From an optimization exercise on the open Yosys and OpenROAD flow, aimed at small area and a short achievable clock period; shortcuts taken in it are not production practice. Where RTL was checked, it was by simulation tests only, not by an equivalence proof against the original. Power and IR drop assume default switching activity.

==> flow/design.v <==
module fpadder(input [15:0] A, input [15:0] B, input clk, input rst, output reg [15:0] C);
wire [5:0] dbo = {1'b0, A[14:10]} - {1'b0, B[14:10]};
reg        sa1, sb1, abig1;
reg [4:0]  eb1, d1;
reg [9:0]  ma1, mb1;
always @(posedge clk) begin
	sa1   <= A[15];
	sb1   <= B[15];
	abig1 <= ~dbo[5] & ((|dbo[4:0]) | (A[9:0] > B[9:0]));
	eb1   <= B[14:10];
	d1    <= dbo[4:0];
	ma1   <= A[9:0];
	mb1   <= B[9:0];
end
wire [9:0]  xm1 = abig1 ? ma1 : mb1;
wire [9:0]  ym1 = abig1 ? mb1 : ma1;
wire [4:0]  sh1 = abig1 ? d1 : -d1;
wire [10:0] ys = {1'b1, ym1} >> sh1[3:0];
wire [10:0] yv = sh1[4] ? 11'd0 : ys;
wire        sub1 = sa1 ^ sb1;
reg        sign2, sub2;
reg [4:0]  exp2;    
reg [9:0]  xm2;
reg [10:0] ym2;
always @(posedge clk) begin
	sign2 <= abig1 ? sa1 : sb1;
	sub2  <= sub1;
	exp2  <= eb1 + (abig1 ? d1 : 5'd0) + 5'd1;
	xm2   <= xm1;
	ym2   <= yv ^ {11{sub1}};
end
wire [12:0] s = {2'b01, xm2, 1'b1} + {sub2, ym2, sub2};
reg        sign3;
reg [4:0]  exp3;    
reg [11:0] s3;
always @(posedge clk) begin
	sign3 <= sign2;
	exp3  <= exp2;
	s3    <= s[12:1];
end
reg [3:0] k;
always @(*) begin
	casez (s3[11:1])
	11'b1??????????: k = 4'd0;
	11'b01?????????: k = 4'd1;
	11'b001????????: k = 4'd2;
	11'b0001???????: k = 4'd3;
	11'b00001??????: k = 4'd4;
	11'b000001?????: k = 4'd5;
	11'b0000001????: k = 4'd6;
	11'b00000001???: k = 4'd7;
	11'b000000001??: k = 4'd8;
	11'b0000000001?: k = 4'd9;
	11'b00000000001: k = 4'd10;
	default:         k = 4'd1;
	endcase
end
wire [12:0] w = {s3, 1'b0} << k;
wire [5:0]  en = {exp3, 1'b1} + {1'b1, ~k, 1'b1};    
wire [4:0]  e = en[5:1];
wire zero = ~sign3 && exp3 == 5'd1 && s3 == 12'h800;
always @(posedge clk)
	C <= {sign3, e[4:1], e[0] & ~zero, w[11:2]};
endmodule
==> flow/config.mk <==
export PLATFORM = sky130hd
export DESIGN_NAME = fpadder
export DESIGN_NICKNAME = fpadder
export VERILOG_FILES = /design/flow/design.v
export SDC_FILE = /design/flow/constraint.sdc
export NUM_CORES = 4
export LEC_CHECK = 0
export ABC_AREA = 1
export CAP_MARGIN = 20
export CORE_MARGIN = 2
export CORE_UTILIZATION = 65
export CTS_BUF_LIST = sky130_fd_sc_hd__clkbuf_4 sky130_fd_sc_hd__clkbuf_8
export CTS_CLUSTER_DIAMETER = 80
export CTS_CLUSTER_SIZE = 50
export SETUP_SLACK_MARGIN = 2.0
export SLEW_MARGIN = 20
export TNS_END_PERCENT = 0
==> flow/constraint.sdc <==
create_clock -name core_clock -period 4.0 [get_ports {clk}]
set_input_delay 0.8000 -clock core_clock [delete_from_list [all_inputs] [get_ports {clk}]]
set_output_delay 0.8000 -clock core_clock [all_outputs]
set_load 0.01 [all_outputs]
standard.sh (not shown) runs the stock make flow with config.mk's settings and CLKGATE_MAP_FILE= SYNTH_SCRIPT=/design/flow/synth_recipe.tcl, a recipe that flattens the netlist after the stock synthesis.
==> flow/flow/run.sh <==
#!/bin/bash
# Standard layout, with plain buffers (not delay cells) on the ports.
set -euo pipefail
export BUFFER_PORTS_ARGS="-buffer_cell sky130_fd_sc_hd__buf_2"
bash standard.sh > standard.log 2>&1
Then changed:
==> flow/design.v (replaced) <==
module fpadder(input [15:0] A, input [15:0] B, input clk, input rst, output reg [15:0] C);
wire [5:0] dbo = {1'b0, A[14:10]} - {1'b0, B[14:10]};
wire [4:0] dba = B[14:10] - A[14:10];
reg        sa1, sb1, abig1;
reg [4:0]  eb1, ad1;
reg [9:0]  ma1, mb1;
always @(posedge clk) begin
	sa1   <= A[15];
	sb1   <= B[15];
	abig1 <= ~dbo[5] & ((|dbo[4:0]) | (A[9:0] > B[9:0]));
	eb1   <= B[14:10];
	ad1   <= dbo[5] ? dba : dbo[4:0];
	ma1   <= A[9:0];
	mb1   <= B[9:0];
end
wire [9:0]  xm1 = abig1 ? ma1 : mb1;
wire [9:0]  ym1 = abig1 ? mb1 : ma1;
wire [10:0] ys = {1'b1, ym1} >> ad1[3:0];
wire [10:0] yv = ad1[4] ? 11'd0 : ys;
wire        sub1 = sa1 ^ sb1;
reg        sign2, sub2;
reg [4:0]  exp2;    
reg [9:0]  xm2;
reg [10:0] ym2;
always @(posedge clk) begin
	sign2 <= abig1 ? sa1 : sb1;
	sub2  <= sub1;
	exp2  <= eb1 + (abig1 ? ad1 : 5'd0) + 5'd1;
	xm2   <= xm1 ^ {10{sub1}};
	ym2   <= yv;
end
wire [11:0] t = {sub2, ~sub2, xm2} + {1'b0, ym2};
wire [11:0] s = t ^ {12{sub2}};
reg        sign3;
reg [4:0]  exp3;    
reg [11:0] s3;
always @(posedge clk) begin
	sign3 <= sign2;
	exp3  <= exp2;
	s3    <= s;
end
reg [3:0] k;
always @(*) begin
	casez (s3[11:1])
	11'b1??????????: k = 4'd0;
	11'b01?????????: k = 4'd1;
	11'b001????????: k = 4'd2;
	11'b0001???????: k = 4'd3;
	11'b00001??????: k = 4'd4;
	11'b000001?????: k = 4'd5;
	11'b0000001????: k = 4'd6;
	11'b00000001???: k = 4'd7;
	11'b000000001??: k = 4'd8;
	11'b0000000001?: k = 4'd9;
	11'b00000000001: k = 4'd10;
	default:         k = 4'd1;
	endcase
end
wire [12:0] w = {s3, 1'b0} << k;
wire [2:0] el  = {1'b0, exp3[1:0]} - {1'b0, k[1:0]};
wire [2:0] x0 = exp3[4:2];
wire [2:0] x1 = exp3[4:2] - 3'd1;
wire [2:0] x2 = exp3[4:2] - 3'd2;
wire [2:0] x3 = exp3[4:2] - 3'd3;
wire [2:0] eh0 = k[3] ? x2 : (k[2] ? x1 : x0);
wire [2:0] eh1 = k[3] ? x3 : (k[2] ? x2 : x1);
wire zero = ~sign3 && exp3 == 5'd1 && s3 == 12'h800;
reg        sign4, b4;
reg [2:0]  eh04, eh14;
reg [1:0]  el4;
reg [9:0]  m4;
always @(posedge clk) begin
	sign4 <= sign3;
	m4    <= w[11:2];
	el4   <= {el[1], el[0] & ~zero};
	eh04  <= eh0;
	eh14  <= eh1;
	b4    <= el[2];
end
always @(*)
	C = {sign4, b4 ? eh14 : eh04, el4, m4};
endmodule
The changed run completed without violations.
Non-clock buffer count came out lower by 14.
Flip-flop and latch count came out higher by 4.
Die area came out higher by a few percent.
Critical path depth came out lower by 9.
Design area came out higher slightly.
Wire length came out lower by a few percent.
Clock-buffer cell count came out lower by 1.
Via count came out lower by a few percent.
Cell count stays flat.
Power came out lower by a few percent.
Only the layout flow was run in the second run of this note; the RTL was not checked for function there.

---

Another version of the RTL of fpadder (not shown whole).
Size: about 590 cells after synthesis, about 99 flip-flops.
==> module fpadder, before the edit <==
module fpadder(input [15:0] A, input [15:0] B, input clk, input rst, output reg [15:0] C);
wire [5:0] dbo = {1'b0, A[14:10]} - {1'b0, B[14:10]};
wire [4:0] dba = B[14:10] - A[14:10];
reg        sa1, sb1, abig1;
reg [4:0]  eb1, ad1;
reg [9:0]  ma1, mb1;
always @(posedge clk) begin
	sa1   <= A[15];
	sb1   <= B[15];
	abig1 <= ~dbo[5] & ((|dbo[4:0]) | (A[9:0] > B[9:0]));
	eb1   <= B[14:10];
	ad1   <= dbo[5] ? dba : dbo[4:0];
	ma1   <= A[9:0];
	mb1   <= B[9:0];
end
wire [9:0]  xm1 = abig1 ? ma1 : mb1;
wire [9:0]  ym1 = abig1 ? mb1 : ma1;
wire [10:0] ys = {1'b1, ym1} >> ad1[3:0];
wire [10:0] yv = ad1[4] ? 11'd0 : ys;
wire        sub1 = sa1 ^ sb1;
reg        sign2, sub2;
reg [4:0]  exp2;    
reg [9:0]  xm2;
reg [10:0] ym2;
always @(posedge clk) begin
	sign2 <= abig1 ? sa1 : sb1;
	sub2  <= sub1;
	exp2  <= eb1 + (abig1 ? ad1 : 5'd0) + 5'd1;
	xm2   <= xm1 ^ {10{sub1}};
	ym2   <= yv;
end
wire [11:0] t = {sub2, ~sub2, xm2} + {1'b0, ym2};
wire [11:0] s = t ^ {12{sub2}};
reg        sign3;
reg [4:0]  exp3;    
reg [11:0] s3;
always @(posedge clk) begin
	sign3 <= sign2;
	exp3  <= exp2;
	s3    <= s;
end
reg [3:0] k;
always @(*) begin
	casez (s3[11:1])
	11'b1??????????: k = 4'd0;
	11'b01?????????: k = 4'd1;
	11'b001????????: k = 4'd2;
	11'b0001???????: k = 4'd3;
	11'b00001??????: k = 4'd4;
	11'b000001?????: k = 4'd5;
	11'b0000001????: k = 4'd6;
	11'b00000001???: k = 4'd7;
	11'b000000001??: k = 4'd8;
	11'b0000000001?: k = 4'd9;
	11'b00000000001: k = 4'd10;
	default:         k = 4'd1;
	endcase
end
wire [12:0] w = {s3, 1'b0} << k;
wire [2:0] el  = {1'b0, exp3[1:0]} - {1'b0, k[1:0]};
wire [2:0] eh0 = exp3[4:2] - {1'b0, k[3:2]};
wire [2:0] eh1 = exp3[4:2] - {1'b0, k[3:2]} - 3'd1;
wire zero = ~sign3 && exp3 == 5'd1 && s3 == 12'h800;
reg        sign4, b4;
reg [2:0]  eh04, eh14;
reg [1:0]  el4;
reg [9:0]  m4;
always @(posedge clk) begin
	sign4 <= sign3;
	m4    <= w[11:2];
	el4   <= {el[1], el[0] & ~zero};
	eh04  <= eh0;
	eh14  <= eh1;
	b4    <= el[2];
end
always @(*)
	C = {sign4, b4 ? eh14 : eh04, el4, m4};
endmodule
Settings: LEC_CHECK=0, ABC_AREA=1, CAP_MARGIN=20, CORE_MARGIN=2, CORE_UTILIZATION=50, CTS_BUF_LIST=sky130_fd_sc_hd__clkbuf_4 sky130_fd_sc_hd__clkbuf_8, CTS_CLUSTER_DIAMETER=80, CTS_CLUSTER_SIZE=50, SETUP_SLACK_MARGIN=2.3, SLEW_MARGIN=20, TNS_END_PERCENT=0; clock period 4.0 ns.
Scripts as last shown in full above: flow/flow/run.sh
Rerun with:
--- a/flow/design.v
+++ b/flow/design.v
@@ -26,18 +26,17 @@
 	sign2 <= abig1 ? sa1 : sb1;
 	sub2  <= sub1;
 	exp2  <= eb1 + (abig1 ? ad1 : 5'd0) + 5'd1;
-	xm2   <= xm1 ^ {10{sub1}};
-	ym2   <= yv;
+	xm2   <= xm1;
+	ym2   <= yv ^ {11{sub1}};
 end
-wire [11:0] t = {sub2, ~sub2, xm2} + {1'b0, ym2};
-wire [11:0] s = t ^ {12{sub2}};
+wire [12:0] s = {2'b01, xm2, 1'b1} + {sub2, ym2, sub2};
 reg        sign3;
 reg [4:0]  exp3;    
 reg [11:0] s3;
 always @(posedge clk) begin
 	sign3 <= sign2;
 	exp3  <= exp2;
-	s3    <= s;
+	s3    <= s[12:1];
 end
 reg [3:0] k;
 always @(*) begin
@@ -57,22 +56,9 @@
 	endcase
 end
 wire [12:0] w = {s3, 1'b0} << k;
-wire [2:0] el  = {1'b0, exp3[1:0]} - {1'b0, k[1:0]};
-wire [2:0] eh0 = exp3[4:2] - {1'b0, k[3:2]};
-wire [2:0] eh1 = exp3[4:2] - {1'b0, k[3:2]} - 3'd1;
+wire [5:0]  en = {exp3, 1'b1} + {1'b1, ~k, 1'b1};    
+wire [4:0]  e = en[5:1];
 wire zero = ~sign3 && exp3 == 5'd1 && s3 == 12'h800;
-reg        sign4, b4;
-reg [2:0]  eh04, eh14;
-reg [1:0]  el4;
-reg [9:0]  m4;
-always @(posedge clk) begin
-	sign4 <= sign3;
-	m4    <= w[11:2];
-	el4   <= {el[1], el[0] & ~zero};
-	eh04  <= eh0;
-	eh14  <= eh1;
-	b4    <= el[2];
-end
-always @(*)
-	C = {sign4, b4 ? eh14 : eh04, el4, m4};
+always @(posedge clk)
+	C <= {sign3, e[4:1], e[0] & ~zero, w[11:2]};
 endmodule
Wire length came out lower by 2.7%.
Utilization rises by 0.96 points.
Critical path depth climbs by 10.
Clock power is lower by 6.9%.
Via count goes up by 0.33%.
Cell area is lower by 3.5%.
Area after synthesis came out lower by 4.0%.
Setup slack gains 17 ps.
Final cell count shrinks by 2.2%.
The RTL of the first run of this note was laid out without a check of its function.

---

job 101:
Another version of the RTL of fpadder (not shown whole).
Size: roughly 460 cells after synthesis, ~95 flip-flops, about 50 I/O pins.
==> module fpadder, before the edit <==
module fpadder(input [15:0] A, input [15:0] B, input clk, input rst, output reg [15:0] C);
wire [4:0] ea = A[14:10], eb = B[14:10];
wire       gte  = ea > eb;
wire       abig = A[14:0] > B[14:0];
wire [4:0] dab = ea - eb;
wire [4:0] dba = eb - ea;
reg        sign1, sub1, abig1;
reg [4:0]  exp1, sh1;
reg [9:0]  ma1, mb1;
always @(posedge clk) begin
	sign1 <= abig ? A[15] : B[15];
	sub1  <= A[15] ^ B[15];
	abig1 <= abig;
	exp1  <= gte ? ea : eb;
	sh1   <= gte ? dab : dba;
	ma1   <= A[9:0];
	mb1   <= B[9:0];
end
wire [9:0]  xm1 = abig1 ? ma1 : mb1;
wire [9:0]  ym1 = abig1 ? mb1 : ma1;
wire [10:0] ys = {1'b1, ym1} >> sh1[3:0];
wire [10:0] yv = sh1[4] ? 11'd0 : ys;
reg        sign2, sub2;
reg [4:0]  exp2;    
reg [9:0]  xm2;
reg [10:0] ym2;
always @(posedge clk) begin
	sign2 <= sign1;
	sub2  <= sub1;
	exp2  <= exp1 + 5'd1;
	xm2   <= xm1;
	ym2   <= yv ^ {11{sub1}};
end
reg        sign3;
reg [4:0]  exp3;    
reg [11:0] s3;
always @(posedge clk) begin
	sign3 <= sign2;
	exp3  <= exp2;
	s3    <= {2'b01, xm2} + {sub2, ym2} + {11'd0, sub2};
end
reg [3:0] k;
always @(*) begin
	casez (s3[11:1])
	11'b1??????????: k = 4'd0;
	11'b01?????????: k = 4'd1;
	11'b001????????: k = 4'd2;
	11'b0001???????: k = 4'd3;
	11'b00001??????: k = 4'd4;
	11'b000001?????: k = 4'd5;
	11'b0000001????: k = 4'd6;
	11'b00000001???: k = 4'd7;
	11'b000000001??: k = 4'd8;
	11'b0000000001?: k = 4'd9;
	11'b00000000001: k = 4'd10;
	default:         k = 4'd1;
	endcase
end
wire [12:0] w = {s3, 1'b0} << k;
wire [4:0]  e = exp3 - {1'b0, k};
wire zero = ~sign3 && exp3 == 5'd1 && s3 == 12'h800;
always @(posedge clk)
	C <= {sign3, e[4:1], e[0] & ~zero, w[11:2]};
endmodule
make LEC_CHECK=0 CAP_MARGIN=20 CORE_MARGIN=2 CORE_UTILIZATION=40 SETUP_SLACK_MARGIN=2.0 SLEW_MARGIN=20 finish   # period 4.0 ns
run.sh (not shown) runs the stock make flow with config.mk's settings and CLKGATE_MAP_FILE= SYNTH_SCRIPT=/design/flow/synth_recipe.tcl, a recipe that flattens the netlist after the stock synthesis.
Stock flow here: none of the scripts above is used.
Changes in job 102 relative to job 101:
==> flow/design.v <==
module fpadder(input [15:0] A, input [15:0] B, input clk, input rst, output reg [15:0] C);
reg        sa1, sb1, abig1;
reg [4:0]  exp1, d1;
reg [9:0]  ma1, mb1;
always @(posedge clk) begin
	sa1   <= A[15];
	sb1   <= B[15];
	abig1 <= A[14:0] > B[14:0];
	exp1  <= (A[14:10] > B[14:10]) ? A[14:10] : B[14:10];
	d1    <= A[14:10] - B[14:10];
	ma1   <= A[9:0];
	mb1   <= B[9:0];
end
wire [9:0]  x  = abig1 ? ma1 : mb1;
wire [9:0]  y  = abig1 ? mb1 : ma1;
wire [4:0]  ad = abig1 ? d1 : -d1;           
wire [10:0] ys = {1'b1, y} >> ad[3:0];
reg        sign2, sub2;
reg [4:0]  exp2;
reg [9:0]  xm2;
reg [10:0] ym2;
always @(posedge clk) begin
	sign2 <= abig1 ? sa1 : sb1;
	sub2  <= sa1 ^ sb1;
	exp2  <= exp1;
	xm2   <= x;
	ym2   <= ad[4] ? 11'd0 : ys;
end
reg        sign3;
reg [4:0]  exp3;
reg [11:0] s3;
always @(posedge clk) begin
	sign3 <= sign2;
	exp3  <= exp2;
	s3    <= {1'b0, 1'b1, xm2} + ({1'b0, ym2} ^ {12{sub2}}) + {11'd0, sub2};
end
reg [3:0] k;
always @(*) begin
	casez (s3[11:1])
	11'b1??????????: k = 4'd0;
	11'b01?????????: k = 4'd1;
	11'b001????????: k = 4'd2;
	11'b0001???????: k = 4'd3;
	11'b00001??????: k = 4'd4;
	11'b000001?????: k = 4'd5;
	11'b0000001????: k = 4'd6;
	11'b00000001???: k = 4'd7;
	11'b000000001??: k = 4'd8;
	11'b0000000001?: k = 4'd9;
	11'b00000000001: k = 4'd10;
	default:         k = 4'd1;
	endcase
end
wire [12:0] w = {s3, 1'b0} << k;
wire [4:0]  e = exp3 + 5'd1 - {1'b0, k};
wire zero = ~sign3 && exp3 == 5'd0 && s3 == 12'h800;
always @(posedge clk)
	C <= {sign3, e[4:1], e[0] & ~zero, w[11:2]};
endmodule
[summary]
- reg -> reg as the kind of critical path was reported by job 102, and in -> reg by job 101.
- Comparing die span in y for job 102 and job 101, the smaller number came from job 102.
- Sequential share of the synthesized area was higher in job 102 than in job 101.
- Row met3 capacity usage during global routing: job 102 higher / job 101 lower
- Job 102 vs job 101, instance count: job 102 lower
- The number of filler cells placed in the layout of job 102 is lower than that of job 101.
- Comparing job 102 and job 101, the lower sequential share of layout area is on job 101.
- NOTE multi-input gate count job 101->job 102 decreased by a few percent
- Between job 101 and job 102, the flow reports total chip power increasing by more than 10%.
- On job 102: arrival time of data at the critical path endpoint is 130 ps higher than what job 101 gave.
- Any difference in simple logic cell fraction of the synthesized area between job 101 and job 102 is small enough to ignore.
For job 102, only the layout was checked, not whether the RTL still works.

-- what the ideal ports hide --
Ports are ideal in the flow. The routed layouts listed here were re-timed in OpenROAD.
Step 1 assumes that a clkbuf_16 drives the clock port and a buf_2 every other input.
Step 2 moves the port delays by t, midway between the first and last clock arrival at a register: inputs arrive t later, outputs are due t later. That takes back most of the time a late clock gives input paths.
Slacks: ideal / step 1 / step 2; pairs: ideal / step 1.
run | t, ns | slack for setup (ns) | worst data-port slew with drivers (ns) | cell pins on the clock port's net
the first run of note 1 | 0.378 | 1.987 / 1.987 / 1.767 | 0.03 | 1
the second run of note 1 | 0.388 | 1.974 / 1.940 / 1.663 | 0.03 | 1
the first run of note 2 | 0.385 | 2.022 / 1.992 / 1.712 | 0.05 | 1
the second run of note 2 | 0.382 | 2.039 / 2.039 / 1.745 | 0.03 | 1
job 101 | 0.376 | 1.799 / 1.773 / 1.397 | 0.06 | 1
job 102 | 0.387 | 1.705 / 1.705 / 1.633 | 0.04 | 1
After both steps every run listed still meets setup and hold. For job 101, which loses most, drivers alone change the setup slack by -0.026 ns; drivers and shift together by -0.402 ns.
